What follows belongs to an exercise in optimizing a design on an open flow for a short achievable clock period and few clock cycles per item; a production flow would make more cautious choices. No run shown here included a check of the RTL's function; only the layout flow was run. Power figures rest on the tool's default switching activity, not on a simulated workload.

### flow/flow/run.sh
#!/bin/bash
# The standard layout (standard.sh) with these changes:
# - synthesis leaves Yosys's adders to ABC instead of mapping them to the
#   library's full/half-adder cells, and ABC maps for delay with its classic
#   mapper (flow/abc.script) instead of ORFS's speed script;
set -o pipefail
export ADDER_MAP_FILE=
export MY_ABC_SCRIPT=$PWD/flow/abc.script
# The standard flow's synthesis script with the ABC script replaced
{ head -n 1 synth_recipe.tcl
  cat <<'EOT'
proc abc {args} {
  set i [lsearch -exact $args -script]
  if {$i >= 0} { set args [lreplace $args $i [expr {$i + 1}] -script $::env(MY_ABC_SCRIPT)] }
  yosys abc {*}$args
}
EOT
  tail -n +2 synth_recipe.tcl; } > flow_synth.tcl
bash standard.sh SYNTH_SCRIPT=$PWD/flow_synth.tcl SETUP_SLACK_MARGIN=5 finish 2>&1 | tee standard.log
### flow/flow/abc.script
strash
map -D 300
buffer -c
topo
stime -c
upsize -c
dnsize -c
### flow/standard.sh
#!/bin/bash
# synth_recipe.tcl (not shown) runs the flow's synth.tcl, then flattens the netlist and writes it again
# the make line also repeats each setting of config.mk as NAME=value (left out here)
make -C /OpenROAD-flow-scripts/flow DESIGN_CONFIG=/design/flow/config.mk WORK_HOME=/design/flow/orfs CLKGATE_MAP_FILE= SYNTH_SCRIPT=/design/flow/synth_recipe.tcl "${@:-finish}"
### flow/config.mk
export PLATFORM = sky130hd
export DESIGN_NAME = cpu
export DESIGN_NICKNAME = cpu
export VERILOG_FILES = /design/flow/design.v
export SDC_FILE = /design/flow/constraint.sdc
export NUM_CORES = 8
export LEC_CHECK = 0
export CAP_MARGIN = 20
export CORE_MARGIN = 2
export CORE_UTILIZATION = 40
export SETUP_SLACK_MARGIN = 5
export SLEW_MARGIN = 20
export SYNTH_HIERARCHICAL = 1
### flow/constraint.sdc
create_clock -name core_clock -period 7.5 [get_ports {clk}]
set_input_delay 1.5000 -clock core_clock [delete_from_list [all_inputs] [get_ports {clk}]]
set_output_delay 1.5000 -clock core_clock [all_outputs]
set_load 0.01 [all_outputs]
### flow/design.v
module cpu(clk, rst, imem_addr, imem_rdata, dmem_addr, dmem_rdata, dmem_we, dmem_wdata);
  input clk;
  input rst;
  output [9:0] imem_addr;
  input [31:0] imem_rdata;
  output [9:0] dmem_addr;
  input [31:0] dmem_rdata;
  output dmem_we;
  output [31:0] dmem_wdata;
  reg [1023:32] RF;            
  reg [31:0] wRes, w2Res;      
  reg [4:0] wDest;             
  function [16:0] dec;
    input [31:0] i;
    reg r, sll, srl, add, sub, an, o, nr, addi, andi, ori, lw, sw, beq, bne, rw, iw;
    begin
      r = i[31:26] == 6'd0;
      sll = r & i[5:0] == 6'd0;  srl = r & i[5:0] == 6'd2;  add = r & i[5:0] == 6'd32;
      sub = r & i[5:0] == 6'd34; an = r & i[5:0] == 6'd36;  o = r & i[5:0] == 6'd37;
      nr = r & i[5:0] == 6'd39;
      addi = i[31:26] == 6'd8;   andi = i[31:26] == 6'd12;  ori = i[31:26] == 6'd13;
      lw = i[31:26] == 6'd35;    sw = i[31:26] == 6'd43;
      beq = i[31:26] == 6'd4;    bne = i[31:26] == 6'd5;
      rw = sll | srl | add | sub | an | o | nr;
      iw = addi | andi | ori | lw;
      dec = {rw ? i[15:11] : iw ? i[20:16] : 5'd0, addi | andi | ori, add | addi, sub,
             an | andi, o | ori, nr, sll, srl, lw, sw, beq, bne};
    end
  endfunction
  reg [4:0] eDest;
  reg eSW, eK;
  wire [4:0] eDestV = eK ? 5'd0 : eDest;
  wire eSWV = eSW & ~eK;
  reg [15:0] bhtH, bhtL;
  integer k;
  reg uV, uInv;
  reg [3:0] uIdx;
  reg [9:0] PC;
  wire [31:0] fI = imem_rdata;
  wire fJ = fI[31:26] == 6'd2;
  wire fBr = fI[31:27] == 5'b00010;
  wire fCtl = fJ | fBr;
  wire fInv = bhtH[PC[3:0]];
  wire fPT = fBr & (fI[15] ^ fInv);
  wire [9:0] fPC1 = PC + 10'd1;
  wire [9:0] fBT;
  add10c u_fbt(.a(PC), .b(fI[9:0]), .ci(1'b1), .s(fBT));
  wire [9:0] fNext0 = fJ ? fI[9:0] : fBr & fI[15] ? fBT : fPC1;
  wire [9:0] fNext1 = fJ ? fI[9:0] : fBr & ~fI[15] ? fBT : fPC1;
  wire [9:0] fNext = fInv ? fNext1 : fNext0;
  wire [9:0] fAlt = fInv ^ fI[15] ? fPC1 : fBT;
  wire [4:0] fRs = fI[25:21], fRt = fI[20:16];
  wire [9:0] fA0 = fRs[2] ? (fRs[1] ? (fRs[0] ? RF[32*(7) +: 10] : RF[32*(6) +: 10]) : (fRs[0] ? RF[32*(5) +: 10] : RF[32*(4) +: 10]))
                          : (fRs[1] ? (fRs[0] ? RF[32*(3) +: 10] : RF[32*(2) +: 10]) : RF[32*(1) +: 10]);
  wire [9:0] fA1 = RF[32*({2'd1, fRs[2:0]}) +: 10], fA2 = RF[32*({2'd2, fRs[2:0]}) +: 10],
             fA3 = RF[32*({2'd3, fRs[2:0]}) +: 10];
  reg [7:0] cV;
  reg [8*92-1:0] cE;
  reg fill1, fill2;            
  reg fOK;                     
  reg [31:0] fT1;
  reg [9:0] fTA;
  wire [2:0] cI = dAlt[2:0];
  wire [91:0] cR = cE[92*cI +: 92];
  wire [31:0] cN1 = cR[84:53];
  wire [4:0] cRs = cN1[25:21], cRt = cN1[20:16];
  reg xV;
  reg [31:0] xI, x2I;          
  reg [9:0] xAd1;              
  reg x2PT;
  reg [9:0] x2Alt, x2Nxt;
  reg [31:0] xA0, xA1, xA2v, xA3v, xB0, xB1, xB2v, xB3v;
  reg [3:0] xgA, xgB;
  reg xA2, xA3, xB2, xB3;
  wire [16:0] xC = dec(xI);
  wire [4:0] xDest = xC[16:12];
  wire [31:0] xSimm = {{16{xI[15]}}, xI[15:0]};
  wire [31:0] xA = ({32{xgA[0]}} & xA0) | ({32{xgA[1]}} & xA1) | ({32{xgA[2]}} & xA2v) | ({32{xgA[3]}} & xA3v);
  wire [31:0] xB = ({32{xgB[0]}} & xB0) | ({32{xgB[1]}} & xB1) | ({32{xgB[2]}} & xB2v) | ({32{xgB[3]}} & xB3v);
  wire [31:0] xAv = xA2 ? wRes : xA3 ? w2Res : xA;
  wire [31:0] xBv = xB2 ? wRes : xB3 ? w2Res : xB;
  wire [9:0] xAddr;
  add10c u_xaddr(.a(xAv[9:0]), .b(xI[11:2]), .ci(1'b0), .s(xAddr));
  wire [4:0] yRs = x2I[25:21];
  wire [9:0] yA0 = yRs[2] ? (yRs[1] ? (yRs[0] ? RF[32*(7) +: 10] : RF[32*(6) +: 10]) : (yRs[0] ? RF[32*(5) +: 10] : RF[32*(4) +: 10]))
                          : (yRs[1] ? (yRs[0] ? RF[32*(3) +: 10] : RF[32*(2) +: 10]) : RF[32*(1) +: 10]);
  wire [9:0] yA1 = RF[32*({2'd1, yRs[2:0]}) +: 10], yA2 = RF[32*({2'd2, yRs[2:0]}) +: 10],
             yA3 = RF[32*({2'd3, yRs[2:0]}) +: 10];
  wire [16:0] yC = dec(x2I);
  wire yStall = ((yC[3] | yC[2]) & xDest != 5'd0 & xDest == yRs) | (yC[3] & xC[2]);
  reg [31:0] dI;
  reg [9:0] dG0, dG1, dG2, dG3;
  reg dV, dPT, dA2, dA3;       
  reg [3:0] gA;                
  reg dStall;                  
  reg [9:0] dAlt;
  reg [3:0] dIdx;
  wire [16:0] dC = dec(dI);
  wire [4:0] dDest = dC[16:12];
  wire dImm = dC[11], dLW = dC[3], dSW = dC[2];
  wire [4:0] dRs = dI[25:21], dRt = dI[20:16];
  wire [31:0] dSimm = {{16{dI[15]}}, dI[15:0]};
  wire [9:0] dAlo = ({10{gA[0]}} & dG0) | ({10{gA[1]}} & dG1) | ({10{gA[2]}} & dG2) | ({10{gA[3]}} & dG3);
  wire dWA = wDest != 5'd0 & wDest == dRs;
  wire dWB = wDest != 5'd0 & wDest == dRt;
  wire [21:0] dAhi = dWA ? wRes[31:10] : dRs == 5'd0 ? 22'd0 : RF[32*(dRs)+10 +: 22];
  wire [31:0] dAv = {dAhi, dA2 ? wRes[9:0] : dA3 ? w2Res[9:0] : dAlo};
  wire [31:0] dBv = dWB ? wRes : dRt == 5'd0 ? 32'd0 : RF[32*(dRt) +: 32];
  wire [9:0] dOff = dI[11:2];
  wire [9:0] aW, aW2, aR;
  add10c u_aw(.a(wRes[9:0]), .b(dOff), .ci(1'b0), .s(aW));
  add10c u_aw2(.a(w2Res[9:0]), .b(dOff), .ci(1'b0), .s(aW2));
  add10c u_ar(.a(dAlo), .b(dOff), .ci(1'b0), .s(aR));
  wire [9:0] dAddr = dA2 ? aW : dA3 ? aW2 : aR;
  wire dMA = eDestV != 5'd0 & eDestV == dRs;
  wire dMB = eDestV != 5'd0 & eDestV == dRt;
  wire dGo = dV & ~dStall;
  wire fLW = fI[31:26] == 6'd35, fMem = fLW | fI[31:26] == 6'd43;
  wire fStall = (fMem & dGo & dDest != 5'd0 & dDest == fRs) | (fLW & dGo & dSW);
  reg eBeq, eBne, ePT, eSt;
  reg [3:0] eIdx;
  reg [9:0] eAlt, eAddr, mAddr;
  reg [31:0] eA, eB, eO2, eO2n;  
  reg [4:0] eSh;
  reg sAdd, sSub, sAnd, sOr, sNor, sSll, sSrl, sLw;
  reg sWe;
  reg [31:0] sData;
  wire [31:0] sum = eA + eO2;
  wire [32:0] difx = {eA, 1'b1} + {eO2n, 1'b1};
  wire [31:0] dif = difx[32:1];
  wire [31:0] res = ({32{sAdd}} & sum) | ({32{sSub}} & dif) | ({32{sAnd}} & (eA & eO2)) | ({32{sOr}} & (eA | eO2))
                  | ({32{sNor}} & ~(eA | eO2)) | ({32{sSll}} & (eB << eSh))
                  | ({32{sSrl}} & (eB >> eSh)) | ({32{sLw}} & dmem_rdata);
  wire eEq = eA == eB;
  wire eBr = ~eK & (eBeq | eBne);
  wire eTaken = eBeq ? eEq : ~eEq;
  wire eMis = eBr & (eTaken ^ ePT);
  wire eX = eMis & xV;         
  wire [31:0] nA = dMA ? res : dAv;
  wire [31:0] nB = dMB ? res : dBv;
  assign imem_addr = PC;
  assign dmem_addr = mAddr;
  assign dmem_we = sWe;
  assign dmem_wdata = sData;
  always @(posedge clk) begin
    if(rst) begin
      PC <= 10'd0;
      dV <= 1'b0;
      bhtH <= 16'd0;
      bhtL <= 16'd0;
      uV <= 1'b0;
      eDest <= 5'd0;
      eSW <= 1'b0;
      eBeq <= 1'b0;
      eBne <= 1'b0;
      eK <= 1'b0;
      dStall <= 1'b0;
      cV <= 8'd0;
      fill1 <= 1'b0;
      fill2 <= 1'b0;
      wDest <= 5'd0;
      sWe <= 1'b0;
    end else begin
      if(eMis) begin
        PC <= xV ? x2Nxt : eAlt;
        dV <= xV;
      end else if(~dStall) begin
        PC <= fNext;
        dV <= 1'b1;
      end
      fill1 <= eMis & ~xV;
      fill2 <= fill1 & ~fCtl;
      if(fill2) cV[fTA[2:0]] <= 1'b1;
      for(k = 0; k < 16; k = k + 1)
        if(uV & uIdx == k) begin
          bhtH[k] <= uInv ? bhtH[k] | bhtL[k] : bhtH[k] & bhtL[k];
          bhtL[k] <= uInv ? ~bhtL[k] | bhtH[k] : ~bhtL[k] & bhtH[k];
        end
      uV <= eBr;
      if(eX) begin
        eDest <= xDest;
        eSW <= xC[2];
        eBeq <= 1'b0;
        eBne <= 1'b0;
      end else begin
        eDest <= dGo ? dDest : 5'd0;
        eSW <= dGo & dSW;
        eBeq <= dGo & dC[1];
        eBne <= dGo & dC[0];
      end
      eK <= eMis & ~xV;
      dStall <= eMis ? xV & yStall : ~dStall & fStall;
      wDest <= eDestV;
      sWe <= eSWV;
    end
    uIdx <= eIdx;
    uInv <= eTaken ^ eSt;
    if(fill1) begin
      fT1 <= fI;
      fTA <= PC;
    end
    if(fill2) begin
      for(k = 0; k < 8; k = k + 1)
        if(fTA[2:0] == k) cE[92*k +: 92] <= {fTA[9:3], fT1, fI, fPT, fAlt, fNext};
    end
    xV <= cV[cI] & cR[91:85] == dAlt[9:3];
    xI <= cN1;
    x2I <= cR[52:21];
    xAd1 <= dAlt + 10'd1;
    x2PT <= cR[20];
    x2Alt <= cR[19:10];
    x2Nxt <= cR[9:0];
    xgA <= cRs == 5'd0 ? 4'd0 : 4'd1 << cRs[4:3];
    xgB <= cRt == 5'd0 ? 4'd0 : 4'd1 << cRt[4:3];
    xA0 <= cRs[2:0] == 3'd0 ? 32'd0 : RF[32*({2'd0, cRs[2:0]}) +: 32];
    xA1 <= RF[32*({2'd1, cRs[2:0]}) +: 32]; xA2v <= RF[32*({2'd2, cRs[2:0]}) +: 32]; xA3v <= RF[32*({2'd3, cRs[2:0]}) +: 32];
    xB0 <= cRt[2:0] == 3'd0 ? 32'd0 : RF[32*({2'd0, cRt[2:0]}) +: 32];
    xB1 <= RF[32*({2'd1, cRt[2:0]}) +: 32]; xB2v <= RF[32*({2'd2, cRt[2:0]}) +: 32]; xB3v <= RF[32*({2'd3, cRt[2:0]}) +: 32];
    xA2 <= eDestV != 5'd0 & eDestV == cRs;
    xB2 <= eDestV != 5'd0 & eDestV == cRt;
    xA3 <= wDest != 5'd0 & wDest == cRs;
    xB3 <= wDest != 5'd0 & wDest == cRt;
    if(eMis) begin
      dI <= x2I;
      dPT <= x2PT;
      dAlt <= x2Alt;
      dIdx <= xAd1[3:0];
      gA <= yRs == 5'd0 ? 4'd0 : 4'd1 << yRs[4:3];
      dG0 <= yA0; dG1 <= yA1; dG2 <= yA2; dG3 <= yA3;
      dA2 <= 1'b0;
      dA3 <= wDest != 5'd0 & wDest == yRs;
    end else if(~dStall) begin
      dI <= fI;
      dPT <= fPT;
      dAlt <= fAlt;
      dIdx <= PC[3:0];
      gA <= fRs == 5'd0 ? 4'd0 : 4'd1 << fRs[4:3];
      dG0 <= fA0; dG1 <= fA1; dG2 <= fA2; dG3 <= fA3;
      dA2 <= eDestV != 5'd0 & eDestV == fRs;
      dA3 <= wDest != 5'd0 & wDest == fRs;
    end else begin
      dG0 <= dAv[9:0]; dG1 <= dAv[9:0]; dG2 <= dAv[9:0]; dG3 <= dAv[9:0];
      dA2 <= dMA;
      dA3 <= 1'b0;
    end
    ePT <= dPT;
    eSt <= dI[15];
    eIdx <= dIdx;
    eAlt <= dAlt;
    if(eX) begin
      eAddr <= xAddr;
      mAddr <= xAddr;
      eA <= xAv;
      eB <= xBv;
      eO2 <= xC[11] ? xSimm : xBv;
      eO2n <= ~xBv;
      eSh <= xI[10:6];
      {sAdd, sSub, sAnd, sOr, sNor, sSll, sSrl, sLw} <= xC[10:3];
    end else begin
      eAddr <= dAddr;
      mAddr <= eSWV ? eAddr : dAddr;
      eA <= nA;
      eB <= nB;
      eO2 <= dImm ? dSimm : nB;
      eO2n <= ~nB;
      eSh <= dI[10:6];
      {sAdd, sSub, sAnd, sOr, sNor, sSll, sSrl, sLw} <= dC[10:3];
    end
    sData <= eB;
    wRes <= res;
    w2Res <= wRes;
    for(k = 1; k < 32; k = k + 1)
      if(wDest == k) RF[32*k +: 32] <= wRes;
  end
endmodule
module add10c(a, b, ci, s);
  input [9:0] a, b;
  input ci;
  output [9:0] s;
  wire [10:0] x = {a, 1'b1} + {b, ci};
  assign s = x[10:1];
endmodule
==> results of run 1 <==
## worst min-delay path by stage
stage | cells after the start | slack [ns] | start | end
CTS | 0 | 0.33 | eIdx[2] | uIdx[2]
detailed placement | 0 | 0.31 | eIdx[0] | uIdx[0]
global placement | 0 | 0.31 | eIdx[1] | uIdx[1]
floorplan | 0 | 0.31 | eIdx[0] | uIdx[0]
## modules after synthesis, one instance, submodules excluded
module,copies in the design,cells
add10c,5,136
cpu,1,20800
## layer usage
layer	global-route usage	GRT overflow
met1	0.550	0
met2	0.638	0
met5	0.253	0
met4	0.470	1
met3	0.380	1
## what timing repair did
item,CTS
pin swaps,654
buffers inserted,849
setup endpoints to repair,2404
gates resized for setup,4211
cloned,434
endpoints found under the hold margin,0
## cell families after synthesis
kind of cell	Yosys count	share of synthesized area
AND/OR/NAND/NOR	8770	0.224
multiplexers	302	0.0192
AO/OA/AOI/OAI	6858	0.229
adder cells (fa/ha/maj)	59	0.00376
buffers and inverters	2767	0.0714
flip-flops	2563	0.442
other	2	0.0000478
XOR/XNOR	191	0.0109
## metrics by stage
stage | utilization | std cells | cell area (um^2)
after floorplan | - | 21500 | 158000
after global placement | 0.415 | 25600 | 163000
after detailed placement | 0.415 | 25600 | 163000
after CTS | 0.525 | 27500 | 206000
## synthesized netlist by cell type, types with 32 or more instances
cell type	number
dfxtp_1	742
nor4_1	40
nand2_1	5069
mux2i_1	302
o2111ai_1	52
buf_4	75
xor2_1	98
buf_1	173
nor2_1	2566
a21oi_1	3119
and2_1	45
o211ai_1	33
inv_1	1090
xnor2_1	88
nor3_1	129
a21o_1	71
nand3_1	486
o21ai_0	2904
a31oi_1	57
a22oi_1	78
nand4_1	288
o21bai_1	32
o31ai_1	89
buf_2	361
clkbuf_1	1017
o21ai_1	231
or2_2	45
maj3_1	59
edfxtp_1	1821
a41oi_1	34
o21a_1	48
## power by group through the flow
| stage | combinational [mW] | clock, mW | sequential, mW |
|---|---|---|---|
| detailed placement | 21.7 | 0 | 17.5 |
| floorplan | 13.5 | 0 | 17.0 |
| CTS | 38.3 | 15.4 | 17.2 |
| global placement | 21.7 | 0 | 17.5 |
==> impl.org, run 1 <==
** Global routing
- Sum of overflow across all layers after global routing :: 2
- Maximum number of pins on one net before global-route repair :: 92
- In the global route stage, overall resource usage came out at 0.519.

** Clock network
- In this run, post-CTS hold repair placed 0 buffers.
- CTS saw 2563 sinks.
- Counting along the longest clock path gives a buffer depth of 4.
- H-tree depth :: 5
- Total clock buffers created by CTS :: 300
- The cell sitting at the root of the clock tree is a clkbuf_16.

** Floorplanning
- The die is 631 um tall.
- Horizontal extent of the die :: 631 um
- Row generation in the floorplan step produced 230 rows.
- For this configuration, the core starts out at a cell density of 0.401.
- Total I/O pin count :: 119

** Logic synthesis
- Synthesis instantiated 73 different standard cells from the library.
- For this run, the number of Yosys warnings is 7.
- Summed over all instances, the cell type with the most area after synthesis is edfxtp_1.
- Netlist area before placement :: 0.157 mm^2
- Averaged over all synthesized cells, the footprint is 7.31 um^2.
- Synthesis produced 21.5k cells.
- In this run, synthesis inferred 1821 flip-flops with an integrated enable.
- In the synthesized netlist the dominant register cell turns out to be edfxtp_1.
- Area share of the largest cell type after synthesis :: 0.348
- Sorting the synthesized cells by area gives the leading types as edfxtp_1 (35%), nand2_1 (12%), a21oi_1 (9.9%), dfxtp_1 (9.5%), o21ai_0 (9.2%).
- Counting flops and latches in the post-synthesis netlist gives 2563.
- For this run, asynchronously set or reset flops after synthesis account for 0.
- Fraction of the yosys area taken by sequential cells :: 0.442

** Placement
- Routability-driven placement congestion ratio :: 1.05
- Post-DP HPWL :: 447000 um
- Port Buf Inserts :: 118
- OpenSTA, run right after detailed placement, puts the worst setup slack at 1.90 ns.

** Run status
- The first error in the log reads "[ERROR GRT-0232] Routing congestion too high. Check the congestion heatmap in the GUI".
- The flow did not finish.
- Halt Stage :: global routing (5_1_grt)
==> run 2: changes to the inputs <==
--- a/flow/design.v
+++ b/flow/design.v
@@ -8,5 +8,5 @@
   output dmem_we;
   output [31:0] dmem_wdata;
-  reg [1023:32] RF;            
+  reg [31:0] RF [1:31];
   reg [31:0] wRes, w2Res;      
   reg [4:0] wDest;             
@@ -51,10 +51,12 @@
   wire [9:0] fAlt = fInv ^ fI[15] ? fPC1 : fBT;
   wire [4:0] fRs = fI[25:21], fRt = fI[20:16];
-  wire [9:0] fA0 = fRs[2] ? (fRs[1] ? (fRs[0] ? RF[32*(7) +: 10] : RF[32*(6) +: 10]) : (fRs[0] ? RF[32*(5) +: 10] : RF[32*(4) +: 10]))
-                          : (fRs[1] ? (fRs[0] ? RF[32*(3) +: 10] : RF[32*(2) +: 10]) : RF[32*(1) +: 10]);
-  wire [9:0] fA1 = RF[32*({2'd1, fRs[2:0]}) +: 10], fA2 = RF[32*({2'd2, fRs[2:0]}) +: 10],
-             fA3 = RF[32*({2'd3, fRs[2:0]}) +: 10];
+  wire [9:0] fA0 = fRs[2] ? (fRs[1] ? (fRs[0] ? RF[7][9:0] : RF[6][9:0]) : (fRs[0] ? RF[5][9:0] : RF[4][9:0]))
+                          : (fRs[1] ? (fRs[0] ? RF[3][9:0] : RF[2][9:0]) : RF[1][9:0]);
+  wire [9:0] fA1 = RF[{2'd1, fRs[2:0]}][9:0], fA2 = RF[{2'd2, fRs[2:0]}][9:0],
+             fA3 = RF[{2'd3, fRs[2:0]}][9:0];
   reg [7:0] cV;
-  reg [8*92-1:0] cE;
+  reg [6:0] cTag [0:7];
+  reg [31:0] cIns1 [0:7];
+  reg [31:0] cIns2 [0:7];
   reg fill1, fill2;            
   reg fOK;                     
@@ -62,12 +64,9 @@
   reg [9:0] fTA;
   wire [2:0] cI = dAlt[2:0];
-  wire [91:0] cR = cE[92*cI +: 92];
-  wire [31:0] cN1 = cR[84:53];
+  wire [31:0] cN1 = cIns1[cI];
   wire [4:0] cRs = cN1[25:21], cRt = cN1[20:16];
   reg xV;
   reg [31:0] xI, x2I;          
-  reg [9:0] xAd1;              
-  reg x2PT;
-  reg [9:0] x2Alt, x2Nxt;
+  reg [9:0] xAlt2;             
   reg [31:0] xA0, xA1, xA2v, xA3v, xB0, xB1, xB2v, xB3v;
   reg [3:0] xgA, xgB;
@@ -83,8 +82,8 @@
   add10c u_xaddr(.a(xAv[9:0]), .b(xI[11:2]), .ci(1'b0), .s(xAddr));
   wire [4:0] yRs = x2I[25:21];
-  wire [9:0] yA0 = yRs[2] ? (yRs[1] ? (yRs[0] ? RF[32*(7) +: 10] : RF[32*(6) +: 10]) : (yRs[0] ? RF[32*(5) +: 10] : RF[32*(4) +: 10]))
-                          : (yRs[1] ? (yRs[0] ? RF[32*(3) +: 10] : RF[32*(2) +: 10]) : RF[32*(1) +: 10]);
-  wire [9:0] yA1 = RF[32*({2'd1, yRs[2:0]}) +: 10], yA2 = RF[32*({2'd2, yRs[2:0]}) +: 10],
-             yA3 = RF[32*({2'd3, yRs[2:0]}) +: 10];
+  wire [9:0] yA0 = yRs[2] ? (yRs[1] ? (yRs[0] ? RF[7][9:0] : RF[6][9:0]) : (yRs[0] ? RF[5][9:0] : RF[4][9:0]))
+                          : (yRs[1] ? (yRs[0] ? RF[3][9:0] : RF[2][9:0]) : RF[1][9:0]);
+  wire [9:0] yA1 = RF[{2'd1, yRs[2:0]}][9:0], yA2 = RF[{2'd2, yRs[2:0]}][9:0],
+             yA3 = RF[{2'd3, yRs[2:0]}][9:0];
   wire [16:0] yC = dec(x2I);
   wire yStall = ((yC[3] | yC[2]) & xDest != 5'd0 & xDest == yRs) | (yC[3] & xC[2]);
@@ -104,7 +103,7 @@
   wire dWA = wDest != 5'd0 & wDest == dRs;
   wire dWB = wDest != 5'd0 & wDest == dRt;
-  wire [21:0] dAhi = dWA ? wRes[31:10] : dRs == 5'd0 ? 22'd0 : RF[32*(dRs)+10 +: 22];
+  wire [21:0] dAhi = dWA ? wRes[31:10] : dRs == 5'd0 ? 22'd0 : RF[dRs][31:10];
   wire [31:0] dAv = {dAhi, dA2 ? wRes[9:0] : dA3 ? w2Res[9:0] : dAlo};
-  wire [31:0] dBv = dWB ? wRes : dRt == 5'd0 ? 32'd0 : RF[32*(dRt) +: 32];
+  wire [31:0] dBv = dWB ? wRes : dRt == 5'd0 ? 32'd0 : RF[dRt];
   wire [9:0] dOff = dI[11:2];
   wire [9:0] aW, aW2, aR;
@@ -163,5 +162,5 @@
     end else begin
       if(eMis) begin
-        PC <= xV ? x2Nxt : eAlt;
+        PC <= xV ? xAlt2 : eAlt;
         dV <= xV;
       end else if(~dStall) begin
@@ -171,5 +170,5 @@
       fill1 <= eMis & ~xV;
       fill2 <= fill1 & ~fCtl;
-      if(fill2) cV[fTA[2:0]] <= 1'b1;
+      if(fill2 & ~fCtl) cV[fTA[2:0]] <= 1'b1;
       for(k = 0; k < 16; k = k + 1)
         if(uV & uIdx == k) begin
@@ -200,21 +199,19 @@
       fTA <= PC;
     end
-    if(fill2) begin
-      for(k = 0; k < 8; k = k + 1)
-        if(fTA[2:0] == k) cE[92*k +: 92] <= {fTA[9:3], fT1, fI, fPT, fAlt, fNext};
-    end
-    xV <= cV[cI] & cR[91:85] == dAlt[9:3];
+    if(fill2 & ~fCtl) begin
+      cTag[fTA[2:0]] <= fTA[9:3];
+      cIns1[fTA[2:0]] <= fT1;
+      cIns2[fTA[2:0]] <= fI;
+    end
+    xV <= cV[cI] & cTag[cI] == dAlt[9:3];
     xI <= cN1;
-    x2I <= cR[52:21];
-    xAd1 <= dAlt + 10'd1;
-    x2PT <= cR[20];
-    x2Alt <= cR[19:10];
-    x2Nxt <= cR[9:0];
+    x2I <= cIns2[cI];
+    xAlt2 <= dAlt + 10'd2;
     xgA <= cRs == 5'd0 ? 4'd0 : 4'd1 << cRs[4:3];
     xgB <= cRt == 5'd0 ? 4'd0 : 4'd1 << cRt[4:3];
-    xA0 <= cRs[2:0] == 3'd0 ? 32'd0 : RF[32*({2'd0, cRs[2:0]}) +: 32];
-    xA1 <= RF[32*({2'd1, cRs[2:0]}) +: 32]; xA2v <= RF[32*({2'd2, cRs[2:0]}) +: 32]; xA3v <= RF[32*({2'd3, cRs[2:0]}) +: 32];
-    xB0 <= cRt[2:0] == 3'd0 ? 32'd0 : RF[32*({2'd0, cRt[2:0]}) +: 32];
-    xB1 <= RF[32*({2'd1, cRt[2:0]}) +: 32]; xB2v <= RF[32*({2'd2, cRt[2:0]}) +: 32]; xB3v <= RF[32*({2'd3, cRt[2:0]}) +: 32];
+    xA0 <= cRs[2:0] == 3'd0 ? 32'd0 : RF[{2'd0, cRs[2:0]}];
+    xA1 <= RF[{2'd1, cRs[2:0]}]; xA2v <= RF[{2'd2, cRs[2:0]}]; xA3v <= RF[{2'd3, cRs[2:0]}];
+    xB0 <= cRt[2:0] == 3'd0 ? 32'd0 : RF[{2'd0, cRt[2:0]}];
+    xB1 <= RF[{2'd1, cRt[2:0]}]; xB2v <= RF[{2'd2, cRt[2:0]}]; xB3v <= RF[{2'd3, cRt[2:0]}];
     xA2 <= eDestV != 5'd0 & eDestV == cRs;
     xB2 <= eDestV != 5'd0 & eDestV == cRt;
@@ -223,7 +220,5 @@
     if(eMis) begin
       dI <= x2I;
-      dPT <= x2PT;
-      dAlt <= x2Alt;
-      dIdx <= xAd1[3:0];
+      dPT <= 1'b0;
       gA <= yRs == 5'd0 ? 4'd0 : 4'd1 << yRs[4:3];
       dG0 <= yA0; dG1 <= yA1; dG2 <= yA2; dG3 <= yA3;
@@ -270,6 +265,5 @@
     wRes <= res;
     w2Res <= wRes;
-    for(k = 1; k < 32; k = k + 1)
-      if(wDest == k) RF[32*k +: 32] <= wRes;
+    if(wDest != 5'd0) RF[wDest] <= wRes;
   end
 endmodule
==> run 2 against run 1 <==
  * The run now finishes clean
  * Synthesized cell count is 19% lower
  * Synthesized area down 11%
==> impl.org, run 2 <==
** Run status
- The flow ran to the end and the layout has no timing, DRC or antenna violations.

** STA
- Least-Margin Pin Slew :: 1.30 ns
- The number of max-slew violations in the final report came to 0.
- Final hold viol count :: 0
- On the final layout, the worst clock skew is 0.100 ns.
- Final period util :: 0.467
- Time the worst path needs with I/O delays and setup :: 3.50 ns
- Setup total negative slack on the finished layout was measured at 0 ns.
- The worst pin sits at a relative slew slack of 0.136.
- Setup repair after global routing could not meet its margin everywhere.
- Setup violations remaining at the end of the flow were counted as 0.
- Maximum achievable frequency :: 0.286 GHz

** Routing
- # DRC :: 0
- DR pass1 iterations :: 14
- Wirelength, routed :: 767000 um
- Dividing the detail-routed via count by the number of cells gives 6.51.
- Post-DRT Antenna Nets :: 0
- Via count of the routed design :: 150k
- After detailed routing, the average wire length per cell comes to 33.3 um.
- Number of DRC violations after detailed-routing iteration 0 :: 28.3k

** Critical path
- Slack of the worst reg-to-reg path :: 4.00 ns
- Reg2Reg Depth :: 7
- The startpoint identified for the worst register-to-register timing path is xgB[3].
- In this run the critical register-to-register path is captured at eO2[30].
- Crit path largest cell delay :: 0.89 ns
- Data on the critical path is required at its endpoint by 8.41 ns.
- The worst setup path is of the reg -> reg kind.
- The worst setup path is captured at a flop.
- Critical path's most frequent cell :: nand2_1
- Critical Path Start Type :: flop
- Critical Path Slowest Stage Cell :: dfxtp_2
- Critical Path Start :: xgB[3]
- At the worst endpoint, the arrival time is 4.41 ns.
- Max FO, Critical Path :: 22
- Critical path, cell by cell :: buf_6, nand2_1, a41oi_2, mux2i_1, o21ai_0, nand2_1, nand2_1

** Logic synthesis
- Number of enable flip-flop cells after synthesis :: 1684 (-7.5%)
- In the post-synthesis netlist, the biggest area contributors are edfxtp_1 (36%), nand2_1 (14%), dfxtp_1 (11%), mux2i_1 (8.8%), o21ai_0 (8.4%).
- Most common library cells after synthesis :: nand2_1 (5308), o21ai_0 (2362), a21oi_1 (1741)
- The cell count after synthesis is 17.4k (-19%).
- Dominant cell by count in the synthesized netlist :: nand2_1
- The share of the synthesized area in the top cell type was 0.360 (+0.0123).
- The synthesized area divided by synthesized cell count came to 8.05 um^2 (+10%).
- #FFs+latches synth :: 2424 (-5.4%)
- The total standard cell area after synthesis is 0.140 mm^2 (-11%).
- The count of warnings emitted by yosys is 7 (unchanged).
- Netlist cell types :: 76 (+4.1%)
- Fraction of the yosys area taken by sequential cells :: 0.466 (+0.0234)
- Share of synthesized flip-flops with an asynchronous set or reset :: 0 (unchanged)
- The biggest area contributor in the post-synthesis netlist is edfxtp_1.
- Predominant post-synthesis flop cell :: edfxtp_1

** Min path
- For hold timing, the worst endpoint is uIdx[2].
- Min-Delay Path Class :: reg -> reg
- Along the worst hold path, the cell count comes to 0.
- Start point of the worst hold path :: eIdx[2]

** Floorplanning
- The top-level port count came to 119 (unchanged).
- Die Height :: 596 um (-5.5%)
- Core Footprint :: 0.349 mm^2
- Starting utilization of the core area :: 0.402 (+0.000709)
- Count of standard-cell rows :: 217 (-5.7%)
- Total die area :: 0.356 mm^2
- The x dimension of the die was 596 um (-5.5%).

** Clock network
- The tree is rooted in a clkbuf_16.
- Clock input transition at the sequential cells of the worst setup and hold paths :: 0.06 ns
- Clock latency of the later-clocked register in the worst-skew pair :: 0.98 ns
- H-tree depth :: 5 (unchanged)
- TritonCTS built the clock tree.
- The number of buffers added by the clock tree synthesis step came to 280 (-6.7%).
- The largest buffer count on any clock path came to 4 (unchanged).
- The total clock sinks was 2424 (-5.4%).

** Placement
- The detailed-placement wirelength estimate was 344000 um (-23%).
- Number of cells in the design after placement :: 21.3k (-17%)
- Placed instance area :: 0.145 mm^2 (-11%)
- The count of buffers from port buffering came to 118 (unchanged).
- Routability-driven placement congestion ratio :: 1.04 (-1.0%)

** Power and ir drop
- Power per cell area :: 322 mW/mm^2
- Largest voltage drop on the vdd net :: 0.251 mV
- Total power for the finished layout comes to 60.1 mW.
- Static power due to leakage :: 74.2 nW

** Final layout
- Summing all non-filler instances in the final layout gives an area of 0.187 mm^2.
- Most flops, register :: RF
- The register with the most flip-flops in the layout has 1024 of them.
- In the final layout, the share of cells above drive strength 1 is 0.217.
- Counting the fill cells in the layout gives 30.1k.
- Final cell utilization of the core :: 0.534
- The library cell used most frequently in the layout, excluding fill and tap cells, is nand2_1.
- The sequential cells in the finished layout cover a total of 0.0658 mm^2.
- Number of nets in the final layout :: 18.2k
- In the final layout, the multi-input gates occupy 0.0762 mm^2.
- The library cells used most frequently in the layout, excluding fill and tap cells, are nand2_1 (4870), edfxtp_1 (1684), o21ai_0 (1657).
- Layout overhead on the synthesized area :: 32.9%
- The finished layout holds 23.0k standard cells, fillers aside.

** Global routing
- Global routing finished with a remaining overflow of 0.
- Wire length of the first global-routing pass :: 996000 um
- In the global route stage, overall resource usage came out at 0.392.
- Maximum number of pins on one net before global-route repair :: 228
- The number of antenna violations at the first check in global routing came to 61.
- The via count of the first global-routing pass was 130k.

** Flow run
- Across the run, the number of max-cap violations was 0.
run 2: changes by cell type after synthesis, sizes merged, moves of 87 or more:
cell    before   now
nand2     5071  5315
o31ai       89     2
edfxtp    1821  1684
mux2i      302  1230
o21ai     3142  2537
inv       1115   950
a21oi     3126  1758
nor2      2576   639
clkbuf    1022   677
buf        621   511
nand3      492   234
run 2: timing repair:
action                                  in CTS  in global routing
resized for setup                         2941               1642
gates cloned                               345                105
pin swaps                                  378                487
hold buffers                                 0                  0
endpoints found under the setup margin    2028               1183
setup buffers                              476                238
run 2: worst max-delay path by stage:
stage	depth (start not counted)	end
final	7	eO2[30]
after global routing	12	eA[27]
after CTS	11	eA[17]
after detailed placement	6	cIns1[5][22]
after global placement	6	cIns1[5][22]
after floorplan	6	cIns1[0][0]
run 2: power by group:
part	total [mW]	internal, mW	switching (mW)
clock	14.3	8.09	6.16
combinational	29.4	10.4	19.0
sequential	16.5	15.4	1.09
total	60.1	33.9	26.3
run 2: cell type report:
class,count,share of cell area
multi-input cells,12900,0.408
flip-flops and latches,2424,0.352
repair buffers,1467,0.129
clock buffers,385,0.0424
well taps,4599,0.0308
inverters,959,0.0210
repair inverters,77,0.00800
clock inverters,131,0.00710
diodes,62,0.000832
run 2: Yosys stat by module (local to each module, per instance):
module	area, um^2	times used	cells
cpu	137000	1	16800
add10c	727	5	136
run 2: layer usage:
layer,wire [um],global-route usage,part of all wire,up-vias
li1,-,-,-,61400
met3,133000,0.167,0.17,4669
met5,1690,0.00798,0.0022,-
met4,86900,0.330,0.11,60
met1,255000,0.473,0.33,69500
met2,291000,0.534,0.38,14100
run 2: worst max-delay path, delay by kind of cell, from the launching register on:
family	cells	cell delay, ns
AOI/OAI and AO/OA	2	1.14
buffers and inverters	1	0.58
DFF	1	0.89
muxes	1	0.43
and+or+nand+nor	3	0.28
run 2: cells by family after synthesis:
kind of cell               Yosys count  synth area share
and+or+nand+nor                   6661             0.190
muxes                             1240            0.0885
xor gates and xnor gates           195            0.0130
adders and majority gates           59           0.00432
buffers and inverters             2147            0.0614
AOI/OAI and AO/OA                 4710             0.177
DFF                               2424             0.466
other                                2         0.0000535
run 2: stage by stage:
| step | hold slack (ns) | worst slack [ns] |
|---|---|---|
| global route | 0.334 | 4.22 |
| floorplan | 0.310 | 2.66 |
| global placement | 0.312 | 2.55 |
| CTS | 0.331 | 4.35 |
| finish | 0.328 | 4.00 |
| detailed placement | 0.316 | 2.52 |

[re-timing with driven ports]
The results above use ideal ports. As a check the final layout listed here was re-extracted and re-timed, cells and wires unchanged. Step 1 (the two cells are an assumption about what drives the block):
set clk [get_ports {clk}]
set_driving_cell -lib_cell sky130_fd_sc_hd__clkbuf_16 $clk
set_driving_cell -lib_cell sky130_fd_sc_hd__buf_2 [delete_from_list [all_inputs] $clk]
Step 2 moves the port delays by t, midway between the first and last clock arrival at a register: inputs arrive t later, outputs are due t later. That takes back most of the time a late clock gives input paths. Slacks: ideal / step 1 / step 2; pairs: ideal / step 1.
run: run 2
shift t [ns]: 1.055
setup slack, ns: 3.999 / 3.999 / 3.489
worst hold slack (ns): 0.328 / 0.328 / 0.328
latest minus earliest clock arrival (ns): 0.101 / 0.101
pins driven straight from the clock port: 1
After both steps setup and hold are still met in run 2. The setup slack of run 2 moves by 0.000 ns with the drivers and by -0.510 ns with both steps.
